This is an optimization exercise on Yosys and OpenROAD, whose aim is small area, not a production implementation.

before:
==> module RemInc, before the edit <==
module RemInc(input [31:0] i_rdm, input [6:0] i_m, output [6:0] o_rem_inc);
	wire [31:0] rdm = i_rdm;
	wire [6:0] m = i_m;
	wire [6:0] nm = ~m;
	genvar j, i;
	logic [6:0] r [0:7];
	assign r[0] = 7'd0;
	generate
		for (j = 0; j < 7; j++) begin : rs
			wire [7:0] t = {r[j], rdm[31-j]};
			wire [8:0] c;
			wire [7:0] d;
			assign c[0] = 1'b1;
			for (i = 0; i < 8; i++) begin : bit_
				wire mb = (i < 7) ? nm[i] : 1'b1;
				assign d[i] = t[i] ^ mb ^ c[i];
				assign c[i+1] = (t[i] & mb) | (t[i] & c[i]) | (mb & c[i]);
			end
			wire [6:0] keep = (7'd1 << (j + 1)) - 7'd1;
			assign r[j+1] = (c[8] ? d[6:0] : t[6:0]) & keep;
		end
	endgenerate
	logic [7:0] q [7:32];
	assign q[7] = {1'b0, r[7]};
	generate
		for (j = 7; j < 32; j++) begin : ns
			wire sub = ~q[j][7];
			wire [7:0] t = {q[j][6:0], rdm[31-j]};
			wire [8:0] c;
			assign c[0] = sub;
			for (i = 0; i < 8; i++) begin : bit_
				FullAdd u(.a(t[i]), .b(i < 7 ? m[i] ^ sub : sub), .ci(c[i]), .s(q[j+1][i]), .co(c[i+1]));
			end
		end
	endgenerate
	wire neg = q[32][7];
	wire [7:0] cc;
	assign cc[0] = 1'b1;
	generate
		for (i = 0; i < 7; i++) begin : fin
			wire a = m[i] & neg;
			assign o_rem_inc[i] = q[32][i] ^ a ^ cc[i];
			assign cc[i+1] = (q[32][i] & a) | (q[32][i] & cc[i]) | (a & cc[i]);
		end
	endgenerate
endmodule
export LEC_CHECK = 0
export CAP_MARGIN = 20
export CORE_MARGIN = 2
export CORE_UTILIZATION = 40
export SLEW_MARGIN = 20
export SYNTH_HIERARCHICAL = 1
export SYNTH_MINIMUM_KEEP_SIZE = 0
create_clock -name core_clock -period 160.0 [get_ports {CLOCK_50}]
run.sh (not shown) runs the stock make flow with config.mk's settings and CLKGATE_MAP_FILE= SYNTH_SCRIPT=/design/flow/synth_recipe.tcl, a recipe that flattens the netlist after the stock synthesis.
--- input diff before..after ---
-- flow/design.v --
<<< before, line 204
		end
	endgenerate
	logic [7:0] q [7:32];
	assign q[7] = {1'b0, r[7]};
	generate
		for (j = 7; j < 32; j++) begin : ns
			wire sub = ~q[j][7];
			wire [7:0] t = {q[j][6:0], rdm[31-j]};
			wire [8:0] c;
			assign c[0] = sub;
			for (i = 0; i < 8; i++) begin : bit_
				FullAdd u(.a(t[i]), .b(i < 7 ? m[i] ^ sub : sub), .ci(c[i]), .s(q[j+1][i]), .co(c[i+1]));
			end
		end
	endgenerate
	wire neg = q[32][7];
	wire [7:0] cc;
	assign cc[0] = 1'b1;
>>> after, line 204
		end
	endgenerate
	logic [6:0] q [7:32];
	logic sub [7:32];
	assign q[7] = r[7];
	assign sub[7] = 1'b1;
	generate
		for (j = 7; j < 32; j++) begin : ns
			NrStage st(.i_r(q[j]), .i_sub(sub[j]), .i_b(rdm[31-j]), .i_m(m), .o_r(q[j+1]), .o_sub(sub[j+1]));
		end
	endgenerate
	wire neg = ~sub[32];
	wire [7:0] cc;
	assign cc[0] = 1'b1;
<<< before, line 227
		end
	endgenerate
endmodule
module FullAdd(input a, input b, input ci, output s, output co);
>>> after, line 223
		end
	endgenerate
endmodule
module NrStage(input [6:0] i_r, input i_sub, input i_b, input [6:0] i_m, output [6:0] o_r, output o_sub);
	wire [7:0] t = {i_r, i_b};
	wire [7:0] c;
	assign o_r[0] = i_b ^ i_m[0];
	assign c[1] = i_sub ? (i_b | ~i_m[0]) : (i_b & i_m[0]);
	genvar i;
	generate
		for (i = 1; i < 7; i++) begin : bit_
			FullAdd u(.a(t[i]), .b(i_m[i] ^ i_sub), .ci(c[i]), .s(o_r[i]), .co(c[i+1]));
		end
	endgenerate
	assign o_sub = ~(t[7] ^ i_sub ^ c[7]);
endmodule
module FullAdd(input a, input b, input ci, output s, output co);
Results
Compared after vs before, and placed cell area is down in after.
Compared with before, global-route wire length before repair in after decreased by more than 10%.
after against before; maximum frequency is up slightly.
Going from before to after, average cell area after synthesis grows by 3.6%.
Proportion of final cell area spent on non-clock buffers in after is 4.1 points lower than in before
Changes observed in after relative to before: final period demand of the worst path now sits lower; sequential share of layout area now sits higher.
Compared with before, after instantiates a smaller number of standard cells.
before → after: worst-case setup margin in the final layout rose by 1.24 ns, number of vias per cell after detailed routing +about 4%.
No functional check of the RTL was part of any run of this note.

## what the ideal ports hide
The flow's constraints put no driver on any port. The routed layouts listed below were extracted and timed again, unchanged, in two steps.
Step 1, drivers: a clkbuf_16 drives CLOCK_50 and a buf_2 each remaining input, both assumed.
Step 2 moves the port delays by t, midway between the first and last clock arrival at a register: inputs arrive t later, outputs are due t later. That takes back most of the time a late clock gives input paths.
a / b / c = no drivers / after step 1 / after step 2; a / b = the first two.
run	shift t [ns]	slack for setup (ns)	clock arrival spread, ns	worst register clock-pin slew, ns	pins driven straight from the clock port
before	0.444	2.113 / 2.095 / 2.095	0.015 / 0.016	0.06 / 0.06	1
after	0.442	3.355 / 3.336 / 3.336	0.012 / 0.011	0.06 / 0.06	1
After both steps every run listed still meets setup and hold. The setup slack of after, which loses most, moves by -0.019 ns with the drivers and by -0.019 ns with both steps.
